This is an optimization exercise on Yosys and OpenROAD, whose aim is small area and a short achievable clock period, not a production implementation.
No activity file was given, so power comes from the tool's default toggle rates.

==> flow/design.v (excerpt) <==
module bfu_dif_top
  #(parameter  Q_POINT = 8,
    parameter  TW_ROM_DEPTH = 4,
    parameter ADDR_W = $clog2(TW_ROM_DEPTH),
    parameter TW_ROM_FILE = "tw_rom_p_8_st_1_q_8.mem")
   (
     input clk,
     input reset_n,
     input [31:0] a,
     input [31:0] b,
     input [ADDR_W-1:0] tw_addr,
     output [31:0] c_plus,
     output [31:0] c_minus
   );
Size: about 1600 cells after synthesis, ~450 flip-flops, ~130 I/O pins.
Settings: LEC_CHECK=0, CAP_MARGIN=20, CORE_MARGIN=2, CORE_UTILIZATION=40, SETUP_SLACK_MARGIN=3.85, SLEW_MARGIN=20; clock period 6.5 ns.
standard.sh (not shown) runs the stock make flow with config.mk's settings and CLKGATE_MAP_FILE= SYNTH_SCRIPT=/design/flow/synth_recipe.tcl, a recipe that flattens the netlist after the stock synthesis.
==> flow/flow/run.sh <==
#!/bin/bash
# Standard layout, with the ports buffered by buf_2 cells instead of the
# cell buffer_ports picks by default, and a clock tree with larger sink
# clusters and no dummy loads. Each ORFS step logs under orfs/logs/.
set -euo pipefail
bash standard.sh BUFFER_PORTS_ARGS="-buffer_cell sky130_fd_sc_hd__buf_2" \
  CTS_ARGS="-sink_clustering_enable -repair_clock_nets -dont_use_dummy_load -sink_clustering_size 30 -sink_clustering_max_diameter 80" \
  finish > standard.log 2>&1
Change:
==> flow/flow/run.sh (replaced) <==
#!/bin/bash
# Standard layout, with the ports buffered by buf_1 cells instead of the
# cell buffer_ports picks by default, and a clock tree with larger sink
# clusters and no dummy loads. Each ORFS step logs under orfs/logs/.
set -euo pipefail
bash standard.sh BUFFER_PORTS_ARGS="-buffer_cell sky130_fd_sc_hd__buf_1" \
  CTS_ARGS="-sink_clustering_enable -repair_clock_nets -dont_use_dummy_load -sink_clustering_size 30 -sink_clustering_max_diameter 80" \
  finish > standard.log 2>&1
- SETUP_SLACK_MARGIN: 3.85 -> 4.0
Final cell count is higher by about 0.4%. Global-route usage is higher by 0.47 points. Critical path depth stays the same. Clock power is about the same. First-iteration DRC count is higher by about 36%. Non-clock buffer count is higher by 12. Total power is higher by about 1.5%. Worst hold slack gains 0.010 ns. Core utilization is higher by 0.23 points. Design area is higher by 0.51%. Sequential power stays flat.
Change:
==> flow/flow/run.sh (replaced) <==
#!/bin/bash
# Standard layout, with the ports buffered by buf_2 cells instead of the
# cell buffer_ports picks by default, and a clock tree with larger sink
# clusters and no dummy loads. Each ORFS step logs under orfs/logs/.
set -euo pipefail
bash standard.sh BUFFER_PORTS_ARGS="-buffer_cell sky130_fd_sc_hd__buf_2" \
  CTS_ARGS="-sink_clustering_enable -repair_clock_nets -dont_use_dummy_load -sink_clustering_size 18 -sink_clustering_max_diameter 60 -buf_list sky130_fd_sc_hd__clkbuf_8" \
  finish > standard.log 2>&1
What happened:
- worst setup slack gains 0.036 ns
- sequential power barely changes
- routed wire length went up by 1.1%
- cell area went up by 0.56%
- first-iteration DRC count went down by 17%
- power went down by 1.7%
- maximum frequency went up by 1.4%
- critical path depth is unchanged
- via count went up by 0.63%
Change:
--- a/flow/flow/run.sh
+++ b/flow/flow/run.sh
@@ -6,3 +6,3 @@
 bash standard.sh BUFFER_PORTS_ARGS="-buffer_cell sky130_fd_sc_hd__buf_2" \
-  CTS_ARGS="-sink_clustering_enable -repair_clock_nets -dont_use_dummy_load -sink_clustering_size 18 -sink_clustering_max_diameter 60 -buf_list sky130_fd_sc_hd__clkbuf_8" \
+  CTS_ARGS="-sink_clustering_enable -repair_clock_nets -dont_use_dummy_load -sink_clustering_size 30 -sink_clustering_max_diameter 80" \
   finish > standard.log 2>&1
Synthesized area stays the same.
Setup slack gets better by 0.042 ns.
Synthesized cell count is unchanged.
Clock-buffer cell count decreases by 12.
Final area increases by 0.42%.
Function was not checked in any run of this note: the RTL went through the layout flow alone.

========
Another version of the RTL of bfu_dif_top (not shown whole).
Size: about 1700 cells after synthesis, roughly 420 flip-flops, ~17000 um2 of cells after synthesis.
export LEC_CHECK = 0
export CAP_MARGIN = 20
export CORE_MARGIN = 2
export CORE_UTILIZATION = 55
export CTS_BUF_LIST = sky130_fd_sc_hd__clkbuf_8
export SETUP_SLACK_MARGIN = 3.7
export SLEW_MARGIN = 20
create_clock -name core_clock -period 6.5 [get_ports {clk}]
run.sh (not shown) runs the stock make flow with config.mk's settings and CLKGATE_MAP_FILE= SYNTH_SCRIPT=/design/flow/synth_recipe.tcl, a recipe that flattens the netlist after the stock synthesis.
Stock flow here: none of the scripts above is used.
The starting point finished with timing, DRC and antenna clean.
Next try:
- CORE_UTILIZATION: 55 -> 40
- CTS_BUF_LIST: sky130_fd_sc_hd__clkbuf_8 -> unset
- SETUP_SLACK_MARGIN: 3.7 -> unset
Routed wire length went down by a few percent.
Via count drops by a few percent.
First-iteration DRC count increases by about a fifth.
Utilization decreases by 23 points.
Power decreases by a little under a tenth.
Register-to-register slack got worse by 0.61 ns.
Worst setup slack gets worse by 0.61 ns.
Final area fell by a few percent.
Clock-buffer cell count decreases by 20.
Non-clock buffer count decreases by 88.
Synthesized cell count does not change.
Next try:
- SETUP_SLACK_MARGIN: unset -> 3.7
What happened:
- The new run completed without violations
- total power climbs by 13%
- clock skew climbs by 0.0035 ns
- wire length is higher by 8.6%
- worst setup slack is better by 0.66 ns
- maximum frequency rose by 23%
Next try:
==> flow/flow/run.sh (new file) <==
#!/bin/bash
# Standard layout, with the ports buffered by buf_2 cells instead of the
# cell buffer_ports picks by default. Each ORFS step logs under orfs/logs/.
set -euo pipefail
bash standard.sh BUFFER_PORTS_ARGS="-buffer_cell sky130_fd_sc_hd__buf_2" finish > standard.log 2>&1
==> flow/standard.sh (new file) <==
#!/bin/bash
# synth_recipe.tcl (not shown) runs the flow's synth.tcl, then flattens the netlist and writes it again
# the make line also repeats each setting of config.mk as NAME=value (left out here)
make -C /OpenROAD-flow-scripts/flow DESIGN_CONFIG=/design/flow/config.mk WORK_HOME=/design/flow/orfs CLKGATE_MAP_FILE= SYNTH_SCRIPT=/design/flow/synth_recipe.tcl "${@:-finish}"
removed: flow/run.sh
After rerunning:
- The changed run finished clean
- clock power went down by about 6%
- setup slack loses 0.033 ns
- sequential power hardly moves
- clock skew went up by 0.0034 ns
- combinational power went down by about 4%
- count of clock-buffer cells in the layout went up by 2
- routed wire length went down by 1.3%
- total power went down by 2.9%
- die area does not change
- first-iteration DRC count went up by 4.3%
- register-to-register slack loses 0.03 ns
Function was not checked in any run of this note: the RTL went through the layout flow alone.

-- what the ideal ports hide --
How much do the figures lean on ideal ports? The routed layouts below were timed once more, with nothing changed but the port constraints. Step 1 sets driving cells, clkbuf_16 on the clock port and buf_2 on the other inputs (assumed; they add their load-dependent delay and slew). Step 2 also shifts input and output timing later by t, the mid clock arrival at the registers, as if the neighbouring blocks saw the same clock. Three values: ideal, step 1, step 2; two values: the first two.
run | t (ns) | setup slack, ns | latest minus earliest clock arrival (ns)
the first run of note 1 | 0.586 | 3.931 / 3.931 / 3.565 | 0.073 / 0.073
the second run of note 1 | 0.590 | 3.950 / 3.950 / 3.544 | 0.062 / 0.062
the third run of note 1 | 0.623 | 3.985 / 3.985 / 3.534 | 0.086 / 0.086
the fourth run of note 1 | 0.591 | 4.027 / 4.027 / 3.534 | 0.055 / 0.055
the first run of note 2 | 0.617 | 3.534 / 3.534 / 3.188 | 0.044 / 0.043
the second run of note 2 | 0.605 | 2.921 / 2.921 / 2.921 | 0.016 / 0.016
the third run of note 2 | 0.617 | 3.581 / 3.581 / 3.201 | 0.020 / 0.020
the fourth run of note 2 | 0.622 | 3.548 / 3.548 / 3.484 | 0.025 / 0.024
After both steps every run listed still meets setup and hold. The setup slack of the fourth run of note 1, which loses most, moves by 0.000 ns with the drivers and by -0.493 ns with both steps.
